Context: an optimization exercise on an open-source flow, tuned for small area. The choices shown serve that exercise and are no tape-out recipe. Only simulation tests tie the RTL to the original design; equivalence was not proved. Power and IR drop assume default switching activity.

==> flow/design.v <==
module processing_fsm(clock, reset, start_signal, size, done,
                            buf_0_write_en, buf_1_write_en, error_buf_write_en,
                            buf_0_w_data, buf_1_w_data, error_mem_w_data,
                            buf_0_r_data, buf_1_r_data, error_mem_r_data,
                            buf_0_addr, buf_1_addr, error_mem_addr, buf_sel);
    input clock;
    input reset;
    input start_signal;
    input size;
    output reg done;
    output buf_0_write_en;
    output buf_1_write_en;
    output error_buf_write_en;
    output reg [7:0] buf_0_w_data;
    output reg [7:0] buf_1_w_data;
    output [15:0] error_mem_w_data;
    input  [7:0] buf_0_r_data;
    input  [7:0] buf_1_r_data;
    input  [15:0] error_mem_r_data;
    output reg [15:0] buf_0_addr;
    output reg [15:0] buf_1_addr;
    output [15:0] error_mem_addr;
    output reg buf_sel;
    assign error_buf_write_en = 1'b0;
    assign error_mem_w_data = 16'b0;
    localparam [4:0]
        WAIT   = 5'd0,
        LMID   = 5'd1,
        LBTM1  = 5'd2,    
        LBTM   = 5'd3,    
        CHECK  = 5'd4,
        CHECKN = 5'd5,    
        DONE   = 5'd6,
        NW     = 5'd13,
        N      = 5'd14,
        NE     = 5'd15,
        W      = 5'd16,
        E      = 5'd17,
        SW     = 5'd18,
        S      = 5'd19,
        SE     = 5'd20,
        MW1    = 5'd21,
        MW2    = 5'd22,
        MW3    = 5'd23,
        SUM    = 5'd24,
        WR     = 5'd25;
    reg [4:0] state;
    reg [7:0] ema;
    assign error_mem_addr = {8'b0, ema};
    reg [5:0] pixel_count;
    reg [3:0] packet_count;
    reg       size_r;          
    reg wr;                    
    assign buf_0_write_en = wr & ~buf_sel;
    assign buf_1_write_en = wr & buf_sel;
    reg [15:0] eb0, eb1, eb2;
    reg [1:0]  ptr;
    reg [2:0]  fp;             
    reg [10:0] acc;
    wire s_check  = (state == CHECK) || (state == CHECKN);
    wire s_nw = (state == NW), s_n = (state == N), s_ne = (state == NE);
    wire s_w  = (state == W),  s_e = (state == E), s_sw = (state == SW);
    wire s_s  = (state == S),  s_se = (state == SE);
    wire s_top  = s_nw | s_n | s_ne;
    wire s_addr = s_top | s_w | s_e | s_sw | s_s | s_se;
    wire s_data = state[4] && !state[3];           
    wire [2:0] di = state[2:0];                    
    wire pix0    = (pixel_count == 6'd0);
    wire pix_r   = size_r ? (pixel_count == 6'd31) : (pixel_count == 6'd15);
    wire pkt_r   = size_r ? (packet_count == 4'd7) : (packet_count == 4'd15);
    wire at_top  = (ema == 8'd1);
    wire at_bot  = (ema == 8'd240);
    wire at_left = pix0 && (packet_count == 4'd0);
    wire at_right = pix_r && pkt_r;
    wire off_w   = pix0;
    wire off_e   = !pix0 && pix_r;
    reg [1:0] phys;
    always @(*) begin
        case ({s_check, s_top})
            2'b10, 2'b11: phys = (ptr == 2'd0) ? 2'd1 : (ptr == 2'd1) ? 2'd2 : 2'd0;
            2'b01:        phys = ptr;
            default:      phys = (ptr == 2'd0) ? 2'd2 : (ptr == 2'd1) ? 2'd0 : 2'd1;
        endcase
    end
    wire [15:0] word = (phys == 2'd0) ? eb0 : (phys == 2'd1) ? eb1 : eb2;
    wire dec = (s_nw | s_ne | s_sw) & off_w;
    wire inc = s_se & off_e;
    wire [3:0] pidx = packet_count + {dec, dec, dec, dec | inc};
    wire oob = (dec && packet_count == 4'd0) || (inc && packet_count == 4'd15);
    wire ebit = !oob && word[~pidx];
    wire err_mid = ebit;
    wire f = buf_sel ^ (s_w | s_e | (ebit & !(s_top & at_top)));
    wire dxm = s_nw | s_w | s_sw;
    wire s_wr = (state == WR);
    wire dxp = s_ne | s_e | s_se | s_wr;    
    wire dym = s_top;
    wire dyp = s_sw | s_s | s_se;
    wire [7:0] u   = {2'b0, pixel_count} + {{7{dxm}}, dxm | dxp};    
    wire [10:0] t  = {{3{u[7]}}, u} +
                     (size_r ? {1'b0, packet_count, 5'b0} : {2'b0, packet_count, 4'b0});
    wire [2:0] dya  = dym ? 3'b110 : dyp ? 3'b000 : 3'b111;
    wire [2:0] c3   = (state == CHECKN) ? 3'd1 : t[10:8] + dya;
    wire [7:0] hi   = ema + {{5{c3[2]}}, c3};
    wire [15:0] nbr = {hi, t[7:0]};
    wire a0_nbr  = s_addr & !f;
    wire a0_a1   = s_e & f;
    wire a0_hold = !(a0_nbr | a0_a1);
    wire [7:0] pix = fp[2] ? buf_1_r_data : buf_0_r_data;
    wire up  = (di <= 3'd2);                     
    wire dn  = (di >= 3'd5);                     
    wire lf  = (di == 3'd0) || (di == 3'd3) || (di == 3'd5);
    wire rt  = (di == 3'd2) || (di == 3'd4) || (di == 3'd7);
    wire orth = (di == 3'd1) || (di == 3'd3) || (di == 3'd4) || (di == 3'd6);
    wire ev  = at_top | at_bot;
    wire eh  = at_left | at_right;
    wire off = (at_top & up) | (at_bot & dn) | (at_left & lf) | (at_right & rt);
    wire [1:0] wt = (!s_data || off) ? 2'd0 :
                    orth ? 2'd1 + ev + eh : 2'd1 + (ev & eh);
    wire [10:0] acc_in = s_w ? 11'd0 : acc;
    always @(posedge clock) begin
        acc <= acc_in + (wt[1] ? {2'b0, pix, 1'b0} : 11'd0) + (wt[0] ? {3'b0, pix} : 11'd0);
        fp  <= {fp[1:0], f};
    end
    wire pix_last  = size ? (pixel_count == 6'd31) : (pixel_count == 6'd15);
    wire pkt_last  = size ? (packet_count == 4'd7) : (packet_count == 4'd15);
    wire line_last = (ema == 8'd240);    
    wire next_pkt  = s_check ? !err_mid : pix_last;
    always @(posedge clock) begin
        if (state == WAIT || state == DONE) begin
            pixel_count <= 0;
            packet_count <= 0;
        end else if (s_check || state == WR) begin
            if (next_pkt) begin
                pixel_count <= 0;
                packet_count <= pkt_last ? 4'd0 : packet_count + 4'd1;
            end else if (state == WR)
                pixel_count <= u[5:0];
        end
        if (s_check) size_r <= size;
    end
    always @(posedge clock) begin
        if (state == WAIT) begin
            ptr <= 2'd0;
            eb1 <= error_mem_r_data;
        end else if (s_check) begin
            case (ptr)
                2'd0: eb2 <= error_mem_r_data;
                2'd1: eb0 <= error_mem_r_data;
                default: eb1 <= error_mem_r_data;
            endcase
        end else if (state == LBTM) begin
            ptr <= {ptr == 2'd1, ptr == 2'd0};
        end
    end
    always @(posedge clock, negedge reset) begin
        if (!reset) begin
            state <= WAIT;
            done <= 1'b0;
            buf_sel <= 1'b0;
            wr <= 1'b0;
            buf_0_w_data <= 8'd0;
            buf_1_w_data <= 8'd0;
            buf_0_addr <= 16'd0;
            buf_1_addr <= 16'd0;
            ema <= 8'd0;
        end else begin
            done <= (state == DONE);
            wr <= (state == WR);
            if (state == DONE) buf_sel <= ~buf_sel;
            if (state == WR) begin
                if (buf_sel) buf_1_w_data <= acc[10:3];
                else         buf_0_w_data <= acc[10:3];
            end
            buf_0_addr <= ({16{a0_nbr}} & nbr) | ({16{a0_a1}} & buf_1_addr) | ({16{a0_hold}} & buf_0_addr);
            if (s_addr && f) buf_1_addr <= nbr;
            case (state)
                WAIT:   ema <= {7'b0, start_signal};
                LMID:   ema <= 8'd1;
                CHECKN: ema <= hi;
                default: ;
            endcase
            case (state)
                WAIT:   state <= start_signal ? LMID : WAIT;
                LMID:   state <= LBTM1;
                LBTM1:  state <= CHECK;
                LBTM:   state <= CHECKN;
                DONE:   state <= WAIT;
                CHECK, CHECKN, WR: begin
                    if (s_check && err_mid) state <= NW;
                    else if (!next_pkt || !pkt_last) state <= CHECK;
                    else if (line_last) state <= DONE;
                    else state <= LBTM;
                end
                NW:  state <= N;
                N:   state <= NE;
                NE:  state <= W;
                W:   state <= E;
                E:   state <= SW;
                SW:  state <= S;
                S:   state <= SE;
                SE:  state <= MW1;
                MW1: state <= MW2;
                MW2: state <= MW3;
                MW3: state <= SUM;
                SUM: state <= WR;
                default: state <= WAIT;
            endcase
        end
    end
endmodule
export LEC_CHECK = 0
export CAP_MARGIN = 10
export CORE_MARGIN = 2
export CORE_UTILIZATION = 70
export GPL_TIMING_DRIVEN = 0
export SLEW_MARGIN = 10
create_clock -name core_clock -period 7.0 [get_ports {clock}]
standard.sh (not shown) runs the stock make flow with config.mk's settings and CLKGATE_MAP_FILE= SYNTH_SCRIPT=/design/flow/synth_recipe.tcl, a recipe that flattens the netlist after the stock synthesis.
==> flow/flow/run.sh <==
#!/bin/bash
# The standard ORFS layout with these changes:
#  - synthesis: ABC maps for area (flow/area.abc) and Yosys does not extract
#    full/half adder cells; registers are untouched (same script otherwise);
#  - every port is buffered by the smallest buffer;
#  - Yosys/ABC buffers are removed before placement and one tie cell is kept;
#  - the clock tree uses no dummy loads.
set -euo pipefail
W=$PWD
{
  echo 'proc extract_fa {args} {}'
  echo 'proc abc {args} {'
  echo '  set i [lsearch -exact $args -script]'
  echo "  if {\$i >= 0} { lset args [expr {\$i + 1}] $W/flow/area.abc }"
  echo '  yosys abc {*}$args'
  echo '}'
  cat synth_recipe.tcl
} > flow_synth.tcl
sed "s#SYNTH_SCRIPT=[^ ]*#SYNTH_SCRIPT=$W/flow_synth.tcl#" standard.sh > flow_standard.sh
export BUFFER_PORTS_ARGS="-buffer_cell sky130_fd_sc_hd__buf_1"
export REMOVE_ABC_BUFFERS=1
export SKIP_REPAIR_TIE_FANOUT=1
export CTS_ARGS="-sink_clustering_enable -repair_clock_nets -dont_use_dummy_load -buf_list sky130_fd_sc_hd__clkbuf_8 -sink_clustering_size 20 -sink_buffer_max_cap_derate 0.5"
bash flow_standard.sh > standard.log 2>&1
==> flow/flow/area.abc <==
strash
&get -n
&deepsyn -T 60
&put
dch -f
amap
strash
dch -f
amap
topo
dnsize -c
The baseline finished with timing, DRC and antenna clean.
Edit:
--- a/flow/flow/run.sh
+++ b/flow/flow/run.sh
@@ -22,3 +22,3 @@
 export SKIP_REPAIR_TIE_FANOUT=1
-export CTS_ARGS="-sink_clustering_enable -repair_clock_nets -dont_use_dummy_load -buf_list sky130_fd_sc_hd__clkbuf_8 -sink_clustering_size 20 -sink_buffer_max_cap_derate 0.5"
+export CTS_ARGS="-sink_clustering_enable -repair_clock_nets -dont_use_dummy_load -buf_list sky130_fd_sc_hd__clkbuf_8 -sink_buffer_max_cap_derate 0.5"
 bash flow_standard.sh > standard.log 2>&1
After rerunning: Power stays the same. Fmax does not change. Register-to-register slack stays flat. Via count stays the same. Die area does not change.
Edit:
--- a/flow/flow/run.sh
+++ b/flow/flow/run.sh
@@ -22,3 +22,3 @@
 export SKIP_REPAIR_TIE_FANOUT=1
-export CTS_ARGS="-sink_clustering_enable -repair_clock_nets -dont_use_dummy_load -buf_list sky130_fd_sc_hd__clkbuf_8 -sink_buffer_max_cap_derate 0.5"
+export CTS_ARGS="-sink_clustering_enable -repair_clock_nets -dont_use_dummy_load -buf_list sky130_fd_sc_hd__clkbuf_8 -sink_clustering_size 20"
 bash flow_standard.sh > standard.log 2>&1
==> flow/flow/area.abc (replaced) <==
strash
&get -n
&deepsyn -T 300
&put
dch -f
amap
strash
dch -f
amap
topo
dnsize -c
After rerunning: Via count stays the same; routed wire length stays the same; power is unchanged; cell area stays the same; core utilization stays the same; register-to-register slack stays flat; worst hold slack is unchanged; count of clock-buffer cells in the layout does not change; synthesized area does not change.
Edit:
==> flow/flow/area.abc (replaced) <==
strash
&get -n
&deepsyn -T 60
&put
dch -f
amap
strash
dch -f
amap
topo
dnsize -c
Outcome: Core utilization does not change; critical path depth is unchanged; synthesized cell count does not change; area after synthesis stays the same.

-- static timing again, ports no longer ideal --
The results above use ideal ports. As a check the final layouts listed here were re-extracted and re-timed, cells and wires unchanged.
Step 1: set_driving_cell puts a clkbuf_16 on clock and a buf_2 on each other input, an assumption about the parent block.
Step 2, shift: input delay + t, output delay - t, t = (earliest + latest rising clock arrival at the registers) / 2. This alone moves slack from input paths to output paths.
a / b / c = no drivers / after step 1 / after step 2; a / b = the first two.
| run | t, ns | slack for setup (ns) | hold slack, ns | slew at the worst register clock pin (ns) | pins driven straight from the clock port |
|---|---|---|---|---|---|
| the first run | 0.456 | 0.528 / 0.528 / 0.528 | 0.314 / 0.314 / 0.314 | 0.09 / 0.09 | 1 |
| the second run | 0.456 | 0.528 / 0.528 / 0.528 | 0.314 / 0.314 / 0.314 | 0.09 / 0.09 | 1 |
| the third run | 0.456 | 0.528 / 0.528 / 0.528 | 0.314 / 0.314 / 0.314 | 0.09 / 0.09 | 1 |
| the fourth run | 0.456 | 0.528 / 0.528 / 0.528 | 0.314 / 0.314 / 0.314 | 0.09 / 0.09 | 1 |
After both steps every run listed still meets setup and hold.
